Source: an optimization exercise on an open RTL-to-GDS flow (aim: small area, a short achievable clock period and few clock cycles). Production flows keep margins and buffers that such runs may drop.
Only simulation tests tie the RTL to the original design; equivalence was not proved.

[design.v]
module ntt_intt_top_reg (
    input  wire        clk,
    input  wire        rst,
    input  wire        start,
    input  wire        mode,       
    output wire        done,
    output wire [7:0]  bram_addr_a,
    output wire        bram_we_a,
    output wire [15:0] bram_din_a,
    input  wire [15:0] bram_dout_a,
    output wire [7:0]  bram_addr_b,
    output wire        bram_we_b,
    output wire [15:0] bram_din_b,
    input  wire [15:0] bram_dout_b
);
    localparam [12:0] Q = 13'd3329;
    function [10:0] zrom(input [6:0] k);
    begin
      case (k)
      7'd0: zrom = 11'd1044;
      7'd1: zrom = 11'd758;
      7'd2: zrom = 11'd359;
      7'd3: zrom = 11'd1517;
      7'd4: zrom = 11'd1493;
      7'd5: zrom = 11'd1422;
      7'd6: zrom = 11'd287;
      7'd7: zrom = 11'd202;
      7'd8: zrom = 11'd171;
      7'd9: zrom = 11'd622;
      7'd10: zrom = 11'd1577;
      7'd11: zrom = 11'd182;
      7'd12: zrom = 11'd962;
      7'd13: zrom = 11'd1202;
      7'd14: zrom = 11'd1474;
      7'd15: zrom = 11'd1468;
      7'd16: zrom = 11'd573;
      7'd17: zrom = 11'd1325;
      7'd18: zrom = 11'd264;
      7'd19: zrom = 11'd383;
      7'd20: zrom = 11'd829;
      7'd21: zrom = 11'd1458;
      7'd22: zrom = 11'd1602;
      7'd23: zrom = 11'd130;
      7'd24: zrom = 11'd681;
      7'd25: zrom = 11'd1017;
      7'd26: zrom = 11'd732;
      7'd27: zrom = 11'd608;
      7'd28: zrom = 11'd1542;
      7'd29: zrom = 11'd411;
      7'd30: zrom = 11'd205;
      7'd31: zrom = 11'd1571;
      7'd32: zrom = 11'd1223;
      7'd33: zrom = 11'd652;
      7'd34: zrom = 11'd552;
      7'd35: zrom = 11'd1015;
      7'd36: zrom = 11'd1293;
      7'd37: zrom = 11'd1491;
      7'd38: zrom = 11'd282;
      7'd39: zrom = 11'd1544;
      7'd40: zrom = 11'd516;
      7'd41: zrom = 11'd8;
      7'd42: zrom = 11'd320;
      7'd43: zrom = 11'd666;
      7'd44: zrom = 11'd1618;
      7'd45: zrom = 11'd1162;
      7'd46: zrom = 11'd126;
      7'd47: zrom = 11'd1469;
      7'd48: zrom = 11'd853;
      7'd49: zrom = 11'd90;
      7'd50: zrom = 11'd271;
      7'd51: zrom = 11'd830;
      7'd52: zrom = 11'd107;
      7'd53: zrom = 11'd1421;
      7'd54: zrom = 11'd247;
      7'd55: zrom = 11'd951;
      7'd56: zrom = 11'd398;
      7'd57: zrom = 11'd961;
      7'd58: zrom = 11'd1508;
      7'd59: zrom = 11'd725;
      7'd60: zrom = 11'd448;
      7'd61: zrom = 11'd1065;
      7'd62: zrom = 11'd677;
      7'd63: zrom = 11'd1275;
      7'd64: zrom = 11'd1103;
      7'd65: zrom = 11'd430;
      7'd66: zrom = 11'd555;
      7'd67: zrom = 11'd843;
      7'd68: zrom = 11'd1251;
      7'd69: zrom = 11'd871;
      7'd70: zrom = 11'd1550;
      7'd71: zrom = 11'd105;
      7'd72: zrom = 11'd422;
      7'd73: zrom = 11'd587;
      7'd74: zrom = 11'd177;
      7'd75: zrom = 11'd235;
      7'd76: zrom = 11'd291;
      7'd77: zrom = 11'd460;
      7'd78: zrom = 11'd1574;
      7'd79: zrom = 11'd1653;
      7'd80: zrom = 11'd246;
      7'd81: zrom = 11'd778;
      7'd82: zrom = 11'd1159;
      7'd83: zrom = 11'd147;
      7'd84: zrom = 11'd777;
      7'd85: zrom = 11'd1483;
      7'd86: zrom = 11'd602;
      7'd87: zrom = 11'd1119;
      7'd88: zrom = 11'd1590;
      7'd89: zrom = 11'd644;
      7'd90: zrom = 11'd872;
      7'd91: zrom = 11'd349;
      7'd92: zrom = 11'd418;
      7'd93: zrom = 11'd329;
      7'd94: zrom = 11'd156;
      7'd95: zrom = 11'd75;
      7'd96: zrom = 11'd817;
      7'd97: zrom = 11'd1097;
      7'd98: zrom = 11'd603;
      7'd99: zrom = 11'd610;
      7'd100: zrom = 11'd1322;
      7'd101: zrom = 11'd1285;
      7'd102: zrom = 11'd1465;
      7'd103: zrom = 11'd384;
      7'd104: zrom = 11'd1215;
      7'd105: zrom = 11'd136;
      7'd106: zrom = 11'd1218;
      7'd107: zrom = 11'd1335;
      7'd108: zrom = 11'd874;
      7'd109: zrom = 11'd220;
      7'd110: zrom = 11'd1187;
      7'd111: zrom = 11'd1659;
      7'd112: zrom = 11'd1185;
      7'd113: zrom = 11'd1530;
      7'd114: zrom = 11'd1278;
      7'd115: zrom = 11'd794;
      7'd116: zrom = 11'd1510;
      7'd117: zrom = 11'd854;
      7'd118: zrom = 11'd870;
      7'd119: zrom = 11'd478;
      7'd120: zrom = 11'd108;
      7'd121: zrom = 11'd308;
      7'd122: zrom = 11'd996;
      7'd123: zrom = 11'd991;
      7'd124: zrom = 11'd958;
      7'd125: zrom = 11'd1460;
      7'd126: zrom = 11'd1522;
      7'd127: zrom = 11'd1628;
      default: zrom = 11'd0;
      endcase
    end
    endfunction
    function zflip(input [6:0] k);
    begin
      case (k)
      7'd0: zflip = 1'b1;
      7'd1: zflip = 1'b1;
      7'd2: zflip = 1'b1;
      7'd3: zflip = 1'b1;
      7'd4: zflip = 1'b0;
      7'd5: zflip = 1'b0;
      7'd6: zflip = 1'b0;
      7'd7: zflip = 1'b0;
      7'd8: zflip = 1'b1;
      7'd9: zflip = 1'b0;
      7'd10: zflip = 1'b0;
      7'd11: zflip = 1'b0;
      7'd12: zflip = 1'b0;
      7'd13: zflip = 1'b1;
      7'd14: zflip = 1'b1;
      7'd15: zflip = 1'b0;
      7'd16: zflip = 1'b0;
      7'd17: zflip = 1'b1;
      7'd18: zflip = 1'b0;
      7'd19: zflip = 1'b0;
      7'd20: zflip = 1'b1;
      7'd21: zflip = 1'b0;
      7'd22: zflip = 1'b1;
      7'd23: zflip = 1'b1;
      7'd24: zflip = 1'b1;
      7'd25: zflip = 1'b0;
      7'd26: zflip = 1'b0;
      7'd27: zflip = 1'b0;
      7'd28: zflip = 1'b1;
      7'd29: zflip = 1'b0;
      7'd30: zflip = 1'b1;
      7'd31: zflip = 1'b1;
      7'd32: zflip = 1'b0;
      7'd33: zflip = 1'b0;
      7'd34: zflip = 1'b1;
      7'd35: zflip = 1'b0;
      7'd36: zflip = 1'b1;
      7'd37: zflip = 1'b0;
      7'd38: zflip = 1'b1;
      7'd39: zflip = 1'b1;
      7'd40: zflip = 1'b0;
      7'd41: zflip = 1'b1;
      7'd42: zflip = 1'b1;
      7'd43: zflip = 1'b1;
      7'd44: zflip = 1'b1;
      7'd45: zflip = 1'b1;
      7'd46: zflip = 1'b0;
      7'd47: zflip = 1'b0;
      7'd48: zflip = 1'b1;
      7'd49: zflip = 1'b1;
      7'd50: zflip = 1'b1;
      7'd51: zflip = 1'b0;
      7'd52: zflip = 1'b0;
      7'd53: zflip = 1'b1;
      7'd54: zflip = 1'b1;
      7'd55: zflip = 1'b1;
      7'd56: zflip = 1'b1;
      7'd57: zflip = 1'b0;
      7'd58: zflip = 1'b1;
      7'd59: zflip = 1'b1;
      7'd60: zflip = 1'b0;
      7'd61: zflip = 1'b1;
      7'd62: zflip = 1'b0;
      7'd63: zflip = 1'b1;
      7'd64: zflip = 1'b1;
      7'd65: zflip = 1'b0;
      7'd66: zflip = 1'b0;
      7'd67: zflip = 1'b0;
      7'd68: zflip = 1'b1;
      7'd69: zflip = 1'b0;
      7'd70: zflip = 1'b0;
      7'd71: zflip = 1'b0;
      7'd72: zflip = 1'b0;
      7'd73: zflip = 1'b0;
      7'd74: zflip = 1'b0;
      7'd75: zflip = 1'b1;
      7'd76: zflip = 1'b1;
      7'd77: zflip = 1'b1;
      7'd78: zflip = 1'b0;
      7'd79: zflip = 1'b0;
      7'd80: zflip = 1'b1;
      7'd81: zflip = 1'b0;
      7'd82: zflip = 1'b0;
      7'd83: zflip = 1'b1;
      7'd84: zflip = 1'b1;
      7'd85: zflip = 1'b0;
      7'd86: zflip = 1'b1;
      7'd87: zflip = 1'b0;
      7'd88: zflip = 1'b1;
      7'd89: zflip = 1'b0;
      7'd90: zflip = 1'b1;
      7'd91: zflip = 1'b0;
      7'd92: zflip = 1'b0;
      7'd93: zflip = 1'b0;
      7'd94: zflip = 1'b1;
      7'd95: zflip = 1'b1;
      7'd96: zflip = 1'b0;
      7'd97: zflip = 1'b0;
      7'd98: zflip = 1'b0;
      7'd99: zflip = 1'b0;
      7'd100: zflip = 1'b0;
      7'd101: zflip = 1'b1;
      7'd102: zflip = 1'b1;
      7'd103: zflip = 1'b0;
      7'd104: zflip = 1'b1;
      7'd105: zflip = 1'b1;
      7'd106: zflip = 1'b0;
      7'd107: zflip = 1'b1;
      7'd108: zflip = 1'b1;
      7'd109: zflip = 1'b0;
      7'd110: zflip = 1'b1;
      7'd111: zflip = 1'b1;
      7'd112: zflip = 1'b1;
      7'd113: zflip = 1'b1;
      7'd114: zflip = 1'b1;
      7'd115: zflip = 1'b0;
      7'd116: zflip = 1'b1;
      7'd117: zflip = 1'b1;
      7'd118: zflip = 1'b1;
      7'd119: zflip = 1'b0;
      7'd120: zflip = 1'b1;
      7'd121: zflip = 1'b1;
      7'd122: zflip = 1'b0;
      7'd123: zflip = 1'b0;
      7'd124: zflip = 1'b0;
      7'd125: zflip = 1'b1;
      7'd126: zflip = 1'b0;
      7'd127: zflip = 1'b0;
      default: zflip = 1'b0;
      endcase
    end
    endfunction
    function [7:0] place(input [2:0] pp, input [7:0] cc);
      reg [6:0] t, n;
    begin
      if (cc[7]) t = {4'd0, cc[2:0] ^ {2'b00, (pp == 3'd0 || pp == 3'd1)}};
      else       t = cc[6:0];
      n = (pp == 3'd2 || pp == 3'd4 || pp == 3'd6) ? ~t : t;
      case (pp)
        3'd0: place = {1'b0, n[2:0], n[6:3]};
        3'd1: place = {n[2], 1'b0, n[1:0], n[6:3]};
        3'd2: place = {n[2], n[1], 1'b0, n[6:3], n[0]};
        3'd3: place = {n[2], n[1], n[6], 1'b0, n[0], n[5:3]};
        3'd4: place = {n[2], n[1], n[6], n[0], 1'b0, n[5:3]};
        3'd5: place = {n[2], n[1], n[6:4], 1'b0, n[0], n[3]};
        default: place = {n[2], n[1], n[6:4], n[0], 1'b0, n[3]};
      endcase
    end
    endfunction
    function [22:0] phys(input [2:0] pp, input [7:0] x, input md);
      reg [7:0] ph, lm, pu, pd, X;
      reg [3:0] v;
      reg [4:0] v5;
      reg [6:0] kn, ki;
    begin
      case (pp)
        3'd0: lm = 8'h80;
        3'd1: lm = 8'h40;
        3'd2: lm = 8'h20;
        3'd3: lm = 8'h10;
        3'd4: lm = 8'h08;
        3'd5: lm = 8'h04;
        default: lm = 8'h02;
      endcase
      case (pp)
        3'd1: begin v5 = x[4:0] + 5'd1; ph = {x[7:5], v5}; end
        3'd2: begin v = x[4:1] + 4'd1; ph = {x[7:5], v, x[0]}; end
        3'd4: begin v = {x[5], x[2:0]} + 4'd1; ph = {x[7:6], v[3], x[4:3], v[2:0]}; end
        3'd6: begin v = {x[5:3], x[0]} + 4'd1; ph = {x[7:6], v[3:1], x[2:1], v[0]}; end
        default: ph = x;
      endcase
      pu = ph;
      pd = ph | lm;
      X = {x[1], x[2], x[3], x[4], x[5], x[6], x[7], x[0]};
      case (pp)
        3'd0: begin kn = 7'd1;             ki = {1'b1, ~X[7:2]}; end
        3'd1: begin kn = {6'd1, x[7]};     ki = {2'b01, ~X[7:3]}; end
        3'd2: begin kn = {5'd1, x[7:6]};   ki = {3'b001, ~X[7:4]}; end
        3'd3: begin kn = {4'd1, x[7:5]};   ki = {4'b0001, ~X[7:5]}; end
        3'd4: begin kn = {3'd1, x[7:4]};   ki = {5'b00001, ~X[7:6]}; end
        3'd5: begin kn = {2'd1, x[7:3]};   ki = {6'b000001, ~X[7]}; end
        default: begin kn = {1'b1, x[7:2]}; ki = 7'd1; end
      endcase
      if (md)
        phys = {pu[1], pu[2], pu[3], pu[4], pu[5], pu[6], pu[7], pu[0],
                pd[1], pd[2], pd[3], pd[4], pd[5], pd[6], pd[7], pd[0], ki};
      else
        phys = {pu, pd, kn};
    end
    endfunction
    reg        busy;
    reg        run;       
    reg [2:0]  pc;
    reg [7:0]  cc;
    reg [2:0]  pa;
    reg [7:0]  xa;
    reg        wa, la;    
    reg        mode_r;
    reg        we_r;
    reg        done_r;
    reg [7:0]  addr_a_r, addr_b_r;
    reg [6:0]  k0, k1, k2;
    wire       last_c = (cc == 8'd135);
    wire       last_s = last_c && (pc == 3'd6);
    wire [22:0] ag    = phys(pa, xa, mode_r);
    always @(posedge clk or posedge rst) begin
      if (rst) begin
        busy   <= 1'b0;
        run    <= 1'b0;
        pc     <= 3'd0;
        cc     <= 8'd2;
        wa     <= 1'b0;
        la     <= 1'b0;
        mode_r <= 1'b0;
        we_r   <= 1'b0;
        done_r <= 1'b0;
      end else begin
        if (!busy) begin
          if (start) begin
            busy   <= 1'b1;
            run    <= 1'b1;
            mode_r <= mode;
          end
        end else if (done_r) begin
          busy <= 1'b0;
        end
        wa     <= run && (cc >= 8'd8);
        la     <= run && last_s;
        we_r   <= wa;
        done_r <= la;
        if (run) begin
          if (last_s) begin
            run <= 1'b0;
            pc  <= 3'd0;
            cc  <= 8'd2;
          end else if (last_c) begin
            pc <= pc + 3'd1;
            cc <= 8'd0;
          end else begin
            cc <= cc + 8'd1;
          end
        end
      end
    end
    always @(posedge clk) begin
      if (run) begin
        xa <= place(pc, cc);
        pa <= pc;
      end else begin
        xa <= 8'h10;      
        pa <= 3'd0;
      end
      if (!busy) begin
        addr_a_r <= 8'd0;
        addr_b_r <= mode ? 8'd2 : 8'd128;
        k0       <= mode ? 7'd127 : 7'd1;
      end else begin
        {addr_a_r, addr_b_r, k0} <= ag;
      end
      k1 <= k0;
      k2 <= k1;
    end
    reg  [11:0] a0, b0;           
    reg         f2;               
    reg  [11:0] m1;               
    reg  [12:0] a1;
    reg  [10:0] zr;               
    reg  [8:0]  p4l;              
    reg  [15:0] p4s, p4c;
    reg  [11:0] a2;
    reg  [15:0] r1;               
    reg  [11:0] a3;
    reg  [12:0] r2;               
    reg  [11:0] a4;
    reg  [11:0] t5, a5;           
    reg  [11:0] o_up, o_dn;       
    integer bi;
    wire [12:0] s2_s  = {1'b0, a0} + {1'b0, b0};
    wire [11:0] s2_pp = f2 ? (mode_r ? a0 : 12'd0) : b0;
    wire [11:0] s2_nn = f2 ? b0 : (mode_r ? a0 : 12'd0);
    wire [12:0] s2_d  = {1'b0, s2_pp} - {1'b0, s2_nn};
    wire [12:0] s2_dm = s2_d[12] ? s2_d + Q : s2_d;
    wire [12:0] zx = {1'b0, zr, 1'b0};
    reg  [5:0]  zb_one, zb_two, zb_neg;
    always @* begin
      for (bi = 0; bi < 6; bi = bi + 1) begin
        zb_one[bi] = zx[2*bi+1] ^ zx[2*bi];
        zb_two[bi] = (zx[2*bi+2] & ~zx[2*bi+1] & ~zx[2*bi]) | (~zx[2*bi+2] & zx[2*bi+1] & zx[2*bi]);
        zb_neg[bi] = zx[2*bi+2] & ~(zx[2*bi+1] & zx[2*bi]);
      end
    end
    reg  [23:0] rw [0:5];
    reg  [12:0] mg;
    reg  [5:0]  ng;
    always @* begin
      ng = {1'b0, zb_neg[4:0]};
      for (bi = 0; bi < 6; bi = bi + 1) begin
        mg = (({13{zb_one[bi]}} & {1'b0, m1}) | ({13{zb_two[bi]}} & {m1, 1'b0})) ^ {13{ng[bi]}};
        if (bi == 0)
          rw[bi] = {8'd0, ~ng[0], ng[0], ng[0], mg};
        else if (bi == 5)
          rw[bi] = ({9'd0, 2'b11, mg} << 10) | ({23'd0, ng[4]} << 8);
        else
          rw[bi] = ({9'd0, 1'b1, ~ng[bi], mg} << (2*bi)) |
                   ({23'd0, ng[bi-1]} << (2*(bi-1)));
      end
    end
    wire [23:0] c1s = rw[0] ^ rw[1] ^ rw[2];
    wire [23:0] c1c = {(rw[0][22:0] & rw[1][22:0]) | (rw[0][22:0] & rw[2][22:0]) | (rw[1][22:0] & rw[2][22:0]), 1'b0};
    wire [23:0] c2s = rw[3] ^ rw[4] ^ rw[5];
    wire [23:0] c2c = {(rw[3][22:0] & rw[4][22:0]) | (rw[3][22:0] & rw[5][22:0]) | (rw[4][22:0] & rw[5][22:0]), 1'b0};
    wire [23:0] c3s = c1s ^ c1c ^ c2s;
    wire [23:0] c3c = {(c1s[22:0] & c1c[22:0]) | (c1s[22:0] & c2s[22:0]) | (c1c[22:0] & c2s[22:0]), 1'b0};
    wire [23:0] c4s = c3s ^ c3c ^ c2c;
    wire [23:0] c4c = {(c3s[22:0] & c3c[22:0]) | (c3s[22:0] & c2c[22:0]) | (c3c[22:0] & c2c[22:0]), 1'b0};
    wire [8:0]  s3_pl = {1'b0, c4s[7:0]} + {1'b0, c4c[7:0]};
    wire [12:0] s3_sm = (a1 >= Q) ? a1 - Q : a1;
    wire [15:0] k1a = {5'd0, p4l[7:0], 3'b000};
    wire [15:0] k1b = {6'd0, p4l[7:0], 2'b00};
    wire [15:0] k1c = {8'd0, p4l[7:0]};
    wire [15:0] k1d = ~p4s;
    wire [15:0] k1e = ~p4c;
    wire [15:0] k1f = {14'd0, ~p4l[8], p4l[8]};
    wire [15:0] k1s1 = k1a ^ k1b ^ k1c;
    wire [15:0] k1c1 = {(k1a[14:0] & k1b[14:0]) | (k1a[14:0] & k1c[14:0]) | (k1b[14:0] & k1c[14:0]), 1'b0};
    wire [15:0] k1s2 = k1d ^ k1e ^ k1f;
    wire [15:0] k1c2 = {(k1d[14:0] & k1e[14:0]) | (k1d[14:0] & k1f[14:0]) | (k1e[14:0] & k1f[14:0]), 1'b0};
    wire [15:0] k1s3 = k1s1 ^ k1c1 ^ k1s2;
    wire [15:0] k1c3 = {(k1s1[14:0] & k1c1[14:0]) | (k1s1[14:0] & k1s2[14:0]) | (k1c1[14:0] & k1s2[14:0]), 1'b0};
    wire [15:0] k1s4 = k1s3 ^ k1c3 ^ k1c2;
    wire [15:0] k1c4 = {(k1s3[14:0] & k1c3[14:0]) | (k1s3[14:0] & k1c2[14:0]) | (k1c3[14:0] & k1c2[14:0]), 1'b0};
    wire [15:0] s4_r = k1s4 + k1c4;
    wire [12:0] s4_h = a2[0] ? {1'b0, a2} + Q : {1'b0, a2};
    wire [12:0] k2a = {2'd0, r1[7:0], 3'b000};
    wire [12:0] k2b = {3'd0, r1[7:0], 2'b00};
    wire [12:0] k2c = {5'd0, r1[7:0]};
    wire [12:0] k2d = ~{{5{r1[15]}}, r1[15:8]};
    wire [12:0] k2s1 = k2a ^ k2b ^ k2c;
    wire [12:0] k2c1 = {(k2a[11:0] & k2b[11:0]) | (k2a[11:0] & k2c[11:0]) | (k2b[11:0] & k2c[11:0]), 1'b0};
    wire [12:0] k2s2 = k2s1 ^ k2c1 ^ k2d;
    wire [12:0] k2c2 = {(k2s1[11:0] & k2c1[11:0]) | (k2s1[11:0] & k2d[11:0]) | (k2c1[11:0] & k2d[11:0]), 1'b1};
    wire [12:0] s5_r = k2s2 + k2c2;
    wire [12:0] s6_t = r2[12] ? r2 + Q : (r2 >= Q) ? r2 - Q : r2;
    wire [12:0] s7_sum  = {1'b0, a5} + {1'b0, t5};
    wire [12:0] s7_sumr = (s7_sum >= Q) ? s7_sum - Q : s7_sum;
    wire [12:0] s7_dif  = {1'b0, a5} - {1'b0, t5};
    wire [12:0] s7_difr = s7_dif[12] ? s7_dif + Q : s7_dif;
    wire [12:0] s7_h    = t5[0] ? {1'b0, t5} + Q : {1'b0, t5};
    always @(posedge clk) begin
      a0 <= bram_dout_a[11:0];
      b0 <= bram_dout_b[11:0];
      zr <= zrom(k2);
      f2 <= zflip(k1);
      m1 <= s2_dm[11:0];
      a1 <= mode_r ? s2_s : {1'b0, a0};
      p4l <= s3_pl;
      p4s <= c4s[23:8];
      p4c <= c4c[23:8];
      a2 <= mode_r ? s3_sm[11:0] : a1[11:0];
      r1 <= s4_r;
      a3 <= mode_r ? s4_h[12:1] : a2;
      r2 <= s5_r;
      a4 <= a3;
      t5 <= s6_t[11:0];
      a5 <= a4;
      o_up <= mode_r ? a5 : s7_sumr[11:0];
      o_dn <= mode_r ? s7_h[12:1] : s7_difr[11:0];
    end
    assign bram_addr_a = addr_a_r;
    assign bram_addr_b = addr_b_r;
    assign bram_we_a   = we_r;
    assign bram_we_b   = we_r;
    assign bram_din_a  = {4'd0, o_up};
    assign bram_din_b  = {4'd0, o_dn};
    assign done        = done_r;
endmodule
[flow/run.sh]
#!/bin/bash
# The standard layout (the standard.sh, all ORFS steps unchanged), except
# that buffer_ports puts a sky130_fd_sc_hd__buf_2 on every input and output
# port instead of the delay cell it picks by default.
set -euo pipefail
export BUFFER_PORTS_ARGS="-buffer_cell sky130_fd_sc_hd__buf_2"
bash standard.sh > standard_flow.log 2>&1
[standard.sh]
#!/bin/bash
# synth_recipe.tcl (not shown) runs the flow's synth.tcl, then flattens the netlist and writes it again
# the make line also repeats each setting of config.mk as NAME=value (left out here)
make -C /OpenROAD-flow-scripts/flow DESIGN_CONFIG=/design/flow/config.mk WORK_HOME=/design/flow/orfs CLKGATE_MAP_FILE= SYNTH_SCRIPT=/design/flow/synth_recipe.tcl "${@:-finish}"
[config.mk]
export PLATFORM = sky130hd
export DESIGN_NAME = ntt_intt_top_reg
export DESIGN_NICKNAME = ntt_intt_top_reg
export VERILOG_FILES = /design/flow/design.v
export SDC_FILE = /design/flow/constraint.sdc
export NUM_CORES = 4
export LEC_CHECK = 0
export ABC_AREA = 1
export CAP_MARGIN = 20
export CORE_MARGIN = 2
export CORE_UTILIZATION = 40
export CTS_CLUSTER_DIAMETER = 150
export CTS_CLUSTER_SIZE = 20
export PLACE_DENSITY = 0.6
export SLEW_MARGIN = 20
export SYNTH_MEMORY_MAX_BITS = 4096
[constraint.sdc]
create_clock -name core_clock -period 18.0 [get_ports {clk}]
set_input_delay 3.6000 -clock core_clock [delete_from_list [all_inputs] [get_ports {clk}]]
set_output_delay 3.6000 -clock core_clock [all_outputs]
set_load 0.01 [all_outputs]
==> results of run 1 <==
[path summary, 6_finish.rpt]
path	startpoint	end	slack, ns	depth (start not counted)
max in group asynchronous	rst	mode_r$_DFFE_PP0P_	14.27	2
setup / recovery	we_r$_DFF_PP0_	bram_we_b	13.36	1
setup reg to reg	zr[1]$_DFF_P_	p4l[8]$_DFF_P_	13.37	14
hold reg to reg	a3[5]$_DFF_P_	a4[5]$_DFF_P_	0.32	0
min in group asynchronous	rst	cc[0]$_DFFE_PP0P_	3.20	2
hold / removal	a3[5]$_DFF_P_	a4[5]$_DFF_P_	0.32	0
[cell type report]
type | instances | share of cell area [%]
clock buffer | 20 | 2.03
clock inverter | 1 | 0.0407
inverter | 447 | 7.79
multi-input combinational | 1887 | 57.7
sequential | 280 | 26.5
tap | 672 | 3.90
timing repair buffer | 82 | 2.05
[sequential cells by signal (all words and copies together) (netlist names), 13 cells and up]
register	flops
r2	13
a1	13
r1	16
p4c	16
p4s	16
[cells by family (layout without fill, tap and decap cells)]
| group | Yosys count | in the layout | synth area share, % |
|---|---|---|---|
| flops | 280 | 280 | 28.1 |
| buf+inv | 555 | 550 | 10.6 |
| xor+xnor | 177 | 177 | 7.69 |
| compound gates | 556 | 556 | 16.0 |
| fa+ha+maj | 256 | 256 | 19.1 |
| mux | 2 | 2 | 0.111 |
| simple gates | 888 | 888 | 18.4 |
| other cells | 1 | 8 | 0.0185 |
[metrics by stage]
step | cell area (um^2) | hold slack [ns]
final | 21500 | 0.323
after global routing | 21500 | 0.337
after CTS | 21500 | 0.330
after detailed placement | 21100 | 0.312
after global placement | 21100 | 0.310
after floorplan | 20300 | 0.310
[placed cells by master, fill, tap and decap left out, drive strengths merged, types with 5 or more instances in the layout]
master / instances
xnor2: 31
a21oi: 135
dfrtp: 17
xor2: 146
o21bai: 10
nor2: 172
dfxtp: 262
nand4: 26
buf: 82
nand2: 502
o31ai: 10
a221oi: 5
a31oi: 28
a32oi: 5
nor3: 33
nand3b: 8
fa: 88
nor4: 6
o311ai: 7
o211ai: 16
nand3: 134
o2111ai: 5
a21o: 6
o22ai: 88
o21ai: 210
o221ai: 11
clkbuf: 20
ha: 168
conb: 8
inv: 444
[per-layer routing]
metal  wire length (um)  GRT usage, %  part of all wire [%]  vias up
met5                  0             0                     0        -
met4               1320          5.88                   2.5        0
met3               2780          1.98                   5.3       96
met2              24800          33.6                    48      545
met1              23100          25.8                    44     8087
li1                   -             -                     -     8815
==> impl_metrics.tcl, run 1 <==
set metrics [dict create \
    outcome "finished clean" \
    finalCriticalPeriod_ns 4.64 \
    cp_cell_sequence "buf_2" \
    worstMarginPinSlew_ns 1.01 \
    number_of_synthesized_register_bits 280 \
    grt_antenna_before_repair 1 \
    worst-path-max-fanout 2 \
    setup_skew_ns 0.0192 \
    grt_first_pass_wirelength_um 85000 \
    grt_util_all_layers_pct 19.5 \
    synth_cell_type_count 58 \
    final_util_pct 43.0 \
    cts_buffers 17 \
    area_growth_pct 6.31 \
    drv_slew 0 \
    final_hold_viol_count 0 \
    grt_start_max_net_pins 70 \
    netlist.area_leader.share_pct 25.9 \
    cts_hold_buffers 0 \
    drive_gt1_share_pct 5.26 \
    layout_setup_ws_ns 13.36 \
    cts-root-to-sink-buffers 3 \
    postRouteAntennaNets 0 \
    cp-start-kind "register" \
    tritoncts_clock_tree "yes" \
    synthesis.area_per_instance_um2 7.46 \
    crit_type "register to output pin" \
    grt_pass1_vias 16978 \
    clkLatencyLatePin_ns 0.52 \
    tns_ns 0 \
    critical_path.slowest_cell "sky130_fd_sc_hd__dfrtp_1" \
    wirelength_um 52100 \
    yosys_warnings 2 \
    clk_tree_root_cell "sky130_fd_sc_hd__clkbuf_16" \
    post_cts.repair.setup_buffers 0 \
    maxSlewHeadroom_pct 32.7 \
    cts_resized 0 \
    synth_top_flop_cell "sky130_fd_sc_hd__dfxtp_1" \
    fmaxAchievable_mhz 216 \
    synth_seq_area_share_pct 28.1 \
    post_drt_wl_per_cell_um 15.4 \
    post_layout_nonfiller_instances 3389 \
    drt-initial-drc-count 1481 \
    setup.worst_path.end_class "output pin" \
    globalRouteOverflowTotal 0 \
    globalplace.congestion 0.948 \
    setup_violations 0 \
    cts.clk_slew.worst_paths_ns 0.09 \
    synthesis.area_um2 20300 \
    register_area_um2 5700 \
    floorplan.die.height_um 229 \
    synth_edf_count 0 \
    multiInputGateArea_um2 12400 \
    synth.top_cells.by_count "sky130_fd_sc_hd__nand2_1 (495), sky130_fd_sc_hd__inv_1 (432), sky130_fd_sc_hd__dfxtp_1 (262)" \
    diode_insertion_count_for_antenna_repair 0 \
    timing.max_cap.violations 0 \
    critPathBufInv 1 \
    firstDrtPassIters 6 \
    final.fill_count 5138 \
    pre_cts_ws_ns 13.46 \
    fp.dieArea_um2 52500 \
    grt_setup_unrepaired "no" \
    initial_utilization_pct 40.5 \
    place_inst 3368 \
    floorplan.die.width_um 229 \
    placement.io_buffers 70 \
    synth.area.top_cells "sky130_fd_sc_hd__dfxtp_1 (26%), sky130_fd_sc_hd__ha_1 (10%), sky130_fd_sc_hd__nand2_1 (9.2%)" \
    timing.final.crit_share_pct 25.8 \
    postSynth.asyncResetShare_pct 6.43 \
    post_drt_via_cell_ratio 5.18 \
    worst-endpoint-arrival_ns 1.04 \
    final_net_count 3007 \
    postSynthCellCount 2715 \
    worst_hold_path_type "register to register" \
    worst_path_largest_cell_delay_ns 0.38 \
    drc 0 \
    worstPathRequired_ns 14.40 \
    via_count 17543 \
    boundaryPins 87 \
    design.core.area_um2 50100 \
    cts-htree-levels 1 \
    critical-path-top-delay-family "flip-flops" \
    rows 82 \
    synth_area_leader_cell "sky130_fd_sc_hd__dfxtp_1" \
    post-synth-top-count-cell "sky130_fd_sc_hd__nand2_1" \
    clock_sinks 280 \
    dp_hpwl_um 40000 \
]
Testbench counts, summed over its fixed seeds: cycles 30,496.
==> inputs of run 2 (changes only) <==
--- a/design.v
+++ b/design.v
@@ -354,5 +354,5 @@
     reg        done_r;
     reg [7:0]  addr_a_r, addr_b_r;
-    reg [6:0]  k0, k1, k2;
+    reg [6:0]  k0, k1;
     wire       last_c = (cc == 8'd135);
     wire       last_s = last_c && (pc == 3'd6);
@@ -413,5 +413,4 @@
       end
       k1 <= k0;
-      k2 <= k1;
     end
     reg  [11:0] a0, b0;           
@@ -420,4 +419,6 @@
     reg  [12:0] a1;
     reg  [10:0] zr;               
+    reg  [5:0]  zb_one, zb_two;   
+    reg  [4:0]  zb_neg;           
     reg  [8:0]  p4l;              
     reg  [15:0] p4s, p4c;
@@ -436,10 +437,10 @@
     wire [12:0] s2_dm = s2_d[12] ? s2_d + Q : s2_d;
     wire [12:0] zx = {1'b0, zr, 1'b0};
-    reg  [5:0]  zb_one, zb_two, zb_neg;
+    reg  [5:0]  zx_one, zx_two, zx_neg;
     always @* begin
       for (bi = 0; bi < 6; bi = bi + 1) begin
-        zb_one[bi] = zx[2*bi+1] ^ zx[2*bi];
-        zb_two[bi] = (zx[2*bi+2] & ~zx[2*bi+1] & ~zx[2*bi]) | (~zx[2*bi+2] & zx[2*bi+1] & zx[2*bi]);
-        zb_neg[bi] = zx[2*bi+2] & ~(zx[2*bi+1] & zx[2*bi]);
+        zx_one[bi] = zx[2*bi+1] ^ zx[2*bi];
+        zx_two[bi] = (zx[2*bi+2] & ~zx[2*bi+1] & ~zx[2*bi]) | (~zx[2*bi+2] & zx[2*bi+1] & zx[2*bi]);
+        zx_neg[bi] = zx[2*bi+2] & ~(zx[2*bi+1] & zx[2*bi]);
       end
     end
@@ -504,5 +505,8 @@
       a0 <= bram_dout_a[11:0];
       b0 <= bram_dout_b[11:0];
-      zr <= zrom(k2);
+      zr <= zrom(k1);
+      zb_one <= zx_one;
+      zb_two <= zx_two;
+      zb_neg <= zx_neg[4:0];
       f2 <= zflip(k1);
       m1 <= s2_dm[11:0];
==> impl_metrics.tcl, run 2 <==
set metrics [dict create \
    outcome "finished clean" \
    firstDrtPassIters 6 \
    tns_ns 0 \
    via_count 17805 \
    final_common_cell "sky130_fd_sc_hd__nand2_1" \
    postRouteAntennaNets 0 \
    critical_path.slowest_cell "sky130_fd_sc_hd__dfrtp_1" \
    timing.max_cap.violations 0 \
    postSynthCellCount 2713 \
    post_drt_via_cell_ratio 5.26 \
    clk_tree_root_cell "sky130_fd_sc_hd__clkbuf_16" \
    synth.area.top_cells "sky130_fd_sc_hd__dfxtp_1 (27%), sky130_fd_sc_hd__ha_1 (10%), sky130_fd_sc_hd__nand2_1 (9.0%)" \
    worst_path_largest_cell_delay_ns 0.39 \
    post-synth-top-count-cell "sky130_fd_sc_hd__nand2_1" \
    layout_top_registers "p4c: 16 flops, p4s: 16 flops, r1: 16 flops" \
    timing.final.crit_share_pct 25.8 \
    boundaryPins 87 \
    grt_util_all_layers_pct 19.9 \
    clkLatencyLatePin_ns 0.52 \
    post_drt_wl_per_cell_um 15.8 \
    tritoncts_clock_tree "yes" \
    worst_hold_path_type "register to register" \
    globalplace.congestion 0.964 \
    setup.worst_path.end_class "output pin" \
    cts_hold_buffers 0 \
    setup_skew_ns 0.0138 \
    dp_hpwl_um 41700 \
    grt_first_pass_wirelength_um 86700 \
    fmaxAchievable_mhz 215 \
    finalCriticalPeriod_ns 4.64 \
    design.core.area_um2 50200 \
    grt_setup_unrepaired "no" \
    drt-initial-drc-count 1427 \
    synth_seq_area_share_pct 28.9 \
    critPathBufInv 1 \
    grt_start_max_net_pins 66 \
    netlist.area_leader.share_pct 26.7 \
    yosys_warnings 2 \
    initial_utilization_pct 40.6 \
    synthesis.area_per_instance_um2 7.51 \
    post_cts.repair.setup_buffers 0 \
    hold-path-cell-count 0 \
    placement.io_buffers 70 \
    cts_resized 0 \
    grt_pass1_vias 17092 \
    final_hold_viol_count 0 \
    cp-start-kind "register" \
    number_of_synthesized_register_bits 290 \
    crit_type "register to output pin" \
    postSynth.asyncResetShare_pct 6.21 \
    drive_gt1_share_pct 4.80 \
    maxSlewHeadroom_pct 39.6 \
    diode_insertion_count_for_antenna_repair 0 \
    clock_sinks 290 \
    floorplan.die.height_um 230 \
    critical-path-top-delay-family "flip-flops" \
    synth.top_cells.by_count "sky130_fd_sc_hd__nand2_1 (489), sky130_fd_sc_hd__inv_1 (442), sky130_fd_sc_hd__dfxtp_1 (272)" \
    globalRouteOverflowTotal 0 \
    area_growth_pct 6.30 \
    final_net_count 2999 \
    path_depth 1 \
    floorplan.die.width_um 230 \
    synthesis.area_um2 20400 \
    drv_slew 0 \
    layout.cells.most_common_list "sky130_fd_sc_hd__nand2_1 (489), sky130_fd_sc_hd__inv_1 (442), sky130_fd_sc_hd__dfxtp_1 (271)" \
    ff2ff_path_depth 10 \
    setup_violations 0 \
    synth_area_leader_cell "sky130_fd_sc_hd__dfxtp_1" \
    rows 82 \
    fp.dieArea_um2 52700 \
    synth_cell_type_count 60 \
    synth_edf_count 0 \
    cts-root-to-sink-buffers 3 \
    grt_antenna_before_repair 0 \
    worst-path-max-fanout 2 \
    wirelength_um 53600 \
    cts.clk_slew.worst_paths_ns 0.08 \
    final.fill_count 5068 \
    cp_cell_sequence "buf_2" \
    synth_top_flop_cell "sky130_fd_sc_hd__dfxtp_1" \
    drc 0 \
    worst-endpoint-arrival_ns 1.04 \
    worstPathRequired_ns 14.40 \
    cts-htree-levels 1 \
    cts_buffers 18 \
    worstMarginPinSlew_ns 0.904 \
]
[run 2: cell types whose count changed in the layout (fill, tap and decap cells not counted), moves of 7 or more]
| cell | change |
|---|---|
| sky130_fd_sc_hd__o22ai_1 | +7 |
| sky130_fd_sc_hd__dfxtp_1 | +9 |
| sky130_fd_sc_hd__inv_1 | +11 |
| sky130_fd_sc_hd__a31oi_1 | -7 |
| sky130_fd_sc_hd__o21ai_0 | -22 |
| sky130_fd_sc_hd__nor2_1 | +8 |
[run 2: per-layer routing]
metal	up-vias	track usage (%)	wire [um]
met5	-	0	0
met3	148	2.72	3300
li1	8770	-	-
met1	8294	26.2	23900
met2	593	33.0	24400
met4	0	7.87	1930
[run 2: final timing paths]
path / slack, ns / endpoint / start
max: 13.36 / bram_we_b / we_r$_DFF_PP0_
min reg2reg: 0.32 / a5[4]$_DFF_P_ / a4[4]$_DFF_P_
max reg2reg: 14.26 / p4l[7]$_DFF_P_ / zb_neg[0]$_DFF_P_
min: 0.32 / a5[4]$_DFF_P_ / a4[4]$_DFF_P_
min in group asynchronous: 3.19 / we_r$_DFF_PP0_ / rst
max in group asynchronous: 14.30 / mode_r$_DFFE_PP0P_ / rst
[run 2: through the flow]
step | setup WS, ns | std cells | instance area, um^2 | hold slack (ns) | util, %
after floorplan | 13.86 | 2720 | 20400 | 0.310 | -
after global placement | 13.65 | 3361 | 21200 | 0.310 | 42.2
after detailed placement | 13.67 | 3361 | 21200 | 0.312 | 42.2
after CTS | 13.31 | 3383 | 21600 | 0.327 | 43.1
after global routing | 13.30 | 3383 | 21700 | 0.325 | 43.2
final | 13.36 | 3383 | 21700 | 0.325 | 43.2
[run 2: area by class of cell]
type | instances | area (um^2) | share of cell area (%)
well taps | 672 | 841 | 3.88
repair buffers | 77 | 403 | 1.86
flip-flops and latches | 290 | 5900 | 27.2
inverters | 457 | 1720 | 7.92
clock buffers | 21 | 483 | 2.23
clock inverters | 1 | 11.3 | 0.0520
multi-input cells | 1865 | 12300 | 56.8
[run 2: cell families after synthesis]
| family | count (synthesis) | synth area share (%) |
|---|---|---|
| compound gates | 553 | 16.0 |
| xor+xnor | 173 | 7.47 |
| fa+ha+maj | 254 | 18.9 |
| buf+inv | 565 | 10.8 |
| flops | 290 | 28.9 |
| other cells | 1 | 0.0184 |
| simple gates | 877 | 17.9 |
Testbench counts of run 2, summed over its fixed seeds: cycles 30,496.
==> inputs of run 3 (changes only) <==
--- a/design.v
+++ b/design.v
@@ -351,6 +351,6 @@
     reg        wa, la;    
     reg        mode_r;
-    reg        we_r;
-    reg        done_r;
+    reg        done_r;    
+    reg        we_a_o, we_b_o, done_o;
     reg [7:0]  addr_a_r, addr_b_r;
     reg [6:0]  k0, k1;
@@ -367,5 +367,4 @@
         la     <= 1'b0;
         mode_r <= 1'b0;
-        we_r   <= 1'b0;
         done_r <= 1'b0;
       end else begin
@@ -381,5 +380,4 @@
         wa     <= run && (cc >= 8'd8);
         la     <= run && last_s;
-        we_r   <= wa;
         done_r <= la;
         if (run) begin
@@ -398,4 +396,7 @@
     end
     always @(posedge clk) begin
+      we_a_o <= wa;
+      we_b_o <= wa;
+      done_o <= la;
       if (run) begin
         xa <= place(pc, cc);
@@ -527,8 +528,8 @@
     assign bram_addr_a = addr_a_r;
     assign bram_addr_b = addr_b_r;
-    assign bram_we_a   = we_r;
-    assign bram_we_b   = we_r;
+    assign bram_we_a   = we_a_o;
+    assign bram_we_b   = we_b_o;
     assign bram_din_a  = {4'd0, o_up};
     assign bram_din_b  = {4'd0, o_dn};
-    assign done        = done_r;
+    assign done        = done_o;
 endmodule
==> impl_metrics.tcl, run 3 <==
set metrics [dict create \
    netlist.area_leader.share_pct 27.1 \
    drt-initial-drc-count 1191 \
    floorplan.die.width_um 229 \
    post-synth-top-count-cell "sky130_fd_sc_hd__nand2_1" \
    cts-htree-levels 1 \
    grt_antenna_before_repair 3 \
    worst_hold_path_type "register to register" \
    crit_type "register to output pin" \
    worst-endpoint-arrival_ns 0.99 \
    setup.worst_path.end_class "output pin" \
    finalCriticalPeriod_ns 4.59 \
    ff2ff_setup_slack_ns 14.18 \
    clkLatencyLatePin_ns 0.54 \
    cp_cell_sequence "buf_2" \
    final.fill_count 5175 \
    dp_hpwl_um 41000 \
    ff2ff_path_depth 15 \
    globalplace.congestion 0.954 \
    globalRouteOverflowTotal 0 \
    postSynth.asyncResetShare_pct 5.84 \
    grt_util_all_layers_pct 19.7 \
    fp.dieArea_um2 52400 \
    final_util_pct 43.0 \
    rows 82 \
    worstHoldStart "a3[7]$_DFF_P_" \
    worstPathRequired_ns 14.40 \
    synth_edf_count 0 \
    hold-path-cell-count 0 \
    diode_insertion_count_for_antenna_repair 0 \
    critPathBufInv 1 \
    layout_top_registers "p4c: 16 flops, p4s: 16 flops, r1: 16 flops" \
    setup_skew_ns 0.0171 \
    worstMarginPinSlew_ns 0.954 \
    drive_gt1_share_pct 5.51 \
    setup_violations 0 \
    tns_ns 0 \
    critical_path.slowest_cell "sky130_fd_sc_hd__dfxtp_1" \
    reg2reg_from "p4l[1]$_DFF_P_" \
    placement.cell_area_um2 21000 \
    synthesis.area_um2 20200 \
    firstDrtPassIters 5 \
    cts-root-to-sink-buffers 3 \
    grtUsageMet3_pct 2.89 \
    post_cts.repair.setup_buffers 0 \
    grt_setup_unrepaired "no" \
    synthesis.area_per_instance_um2 7.59 \
    synth_seq_area_share_pct 29.2 \
    synth.area.top_cells "sky130_fd_sc_hd__dfxtp_1 (27%), sky130_fd_sc_hd__ha_1 (10%), sky130_fd_sc_hd__fa_1 (8.8%)" \
    postSynthCellCount 2666 \
    final_hold_viol_count 0 \
    grt_start_max_net_pins 63 \
    clk_tree_root_cell "sky130_fd_sc_hd__clkbuf_16" \
    boundaryPins 87 \
    synth_cell_type_count 63 \
    floorplan.die.height_um 229 \
    worst-path-max-fanout 1 \
    cp-start-kind "register" \
    wirelength_um 52600 \
    final_net_count 2953 \
    post_drt_wl_per_cell_um 15.8 \
    cts_buffers 18 \
    maxSlewHeadroom_pct 35.8 \
    drv_slew 0 \
    clock_sinks 291 \
    via_count 17435 \
    grt_util_met1_pct 26.2 \
    area_growth_pct 6.32 \
    design.core.area_um2 50100 \
    drc 0 \
    fmaxAchievable_mhz 218 \
    cts_hold_buffers 0 \
    layout.cells.most_common_list "sky130_fd_sc_hd__nand2_1 (471), sky130_fd_sc_hd__inv_1 (415), sky130_fd_sc_hd__dfxtp_1 (273)" \
    postLayoutCellArea_um2 21500 \
    worst_path_largest_cell_delay_ns 0.33 \
    postRouteAntennaNets 0 \
    grt_first_pass_wirelength_um 85600 \
    hold-path-endpoint "a4[7]$_DFF_P_" \
    tritoncts_clock_tree "yes" \
    initial_utilization_pct 40.4 \
    timing.max_cap.violations 0 \
    cts.clk_slew.worst_paths_ns 0.09 \
    synth_top_flop_cell "sky130_fd_sc_hd__dfxtp_1" \
    number_of_synthesized_register_bits 291 \
    gr-max-usage-layer "met2" \
    timing.final.crit_share_pct 25.5 \
    yosys_warnings 2 \
    final_common_cell "sky130_fd_sc_hd__nand2_1" \
    synth.top_cells.by_count "sky130_fd_sc_hd__nand2_1 (471), sky130_fd_sc_hd__inv_1 (417), sky130_fd_sc_hd__dfxtp_1 (274)" \
    critical-path-top-delay-family "flip-flops" \
    met2_usage_pct 32.5 \
    grt_pass1_vias 16780 \
    outcome "finished clean" \
    cts_resized 0 \
    placement.io_buffers 70 \
    post_drt_via_cell_ratio 5.22 \
    synth_area_leader_cell "sky130_fd_sc_hd__dfxtp_1" \
    crit-reg2reg-capture "r1[13]$_DFF_P_" \
]
run 3: cell types whose count changed after synthesis, sizes merged, moves of 3 or more:
cell	change
o211ai	-6
o21a	-3
inv	-20
a32oi	+3
nand2	-16
nor3	+8
nor2	-12
o21ai	+6
nand3	-10
run 3: worst reg2reg max path, delay by kind of cell, from the launching register on:
family          cells  cell delay, ns
fa+ha+maj           4            1.83
simple gates        3            0.21
buf+inv             2            0.13
flops               1            0.40
xor+xnor            1            0.16
compound gates      5            1.00
run 3: cell type report:
cell class                 instances  area, um^2  share of cell area, %
clock buffer                      21         462                   2.15
clock inverter                     2        25.0                  0.116
inverter                         437        1650                   7.64
multi-input combinational       1836       12200                   56.8
sequential                       291        5910                   27.5
tap                              672         841                   3.91
timing repair buffer              79         418                   1.94
run 3: metrics by stage:
stage / setup WS (ns) / hold slack, ns / std cells
after global routing: 13.36 / 0.321 / 3338
after global placement: 13.78 / 0.310 / 3315
after CTS: 13.38 / 0.315 / 3338
after detailed placement: 13.77 / 0.312 / 3315
after floorplan: 13.91 / 0.310 / 2673
final: 13.41 / 0.314 / 3338
run 3: worst max-delay path by stage:
stage,slack (ns),startpoint,end,cells past startpoint
final,13.41,o_up[0]$_DFF_P_,bram_din_a[0],1
after global routing,13.36,o_up[5]$_DFF_P_,bram_din_a[5],1
after CTS,13.38,o_up[5]$_DFF_P_,bram_din_a[5],1
after detailed placement,13.77,mode,mode_r$_DFFE_PP0P_,3
after global placement,13.78,mode,mode_r$_DFFE_PP0P_,3
after floorplan,13.91,addr_a_r[0]$_SDFF_PN0_,bram_addr_b[0],1
run 3: cells by family after synthesis:
kind of cell               Yosys count  share of synthesized area, %
buffers and inverters              546                          10.6
and+or+nand+nor                    845                          17.5
xor gates and xnor gates           177                          7.70
AOI/OAI and AO/OA                  552                          16.0
other                                1                        0.0185
adders and majority gates          254                          19.0
DFF                                291                          29.2
run 3: metal layers:
layer | wire (um) | up-vias
met3 | 2920 | 112
met4 | 1860 | 2
met1 | 23700 | 8132
li1 | - | 8656
met5 | 18 | -
met2 | 24100 | 533
Testbench counts of run 3, summed over its fixed seeds: cycles 30,496.

==> afterwards: timing with drivers on the ports <==
How much do the figures lean on ideal ports? The routed layouts below were timed once more, with nothing changed but the port constraints. Step 1 (the two cells are an assumption about what drives the block):
set clk [get_ports {clk}]
set_driving_cell -lib_cell sky130_fd_sc_hd__clkbuf_16 $clk
set_driving_cell -lib_cell sky130_fd_sc_hd__buf_2 [delete_from_list [all_inputs] $clk]
Step 2 times the ports against the registers' clock, not the clock port: input delays grow and output delays shrink by t, the midpoint of the rising clock arrivals with the driver on. Three values: no drivers, after step 1, after step 2; two values: the first two.
run	t, ns	slack for setup (ns)	worst slew at a driven data input, ns
run 1	0.568	13.363 / 13.310 / 13.366	0.04
run 2	0.563	13.357 / 13.304 / 13.661	0.05
run 3	0.575	13.414 / 13.366 / 13.778	0.04
After both steps setup and hold are still met in every run listed.
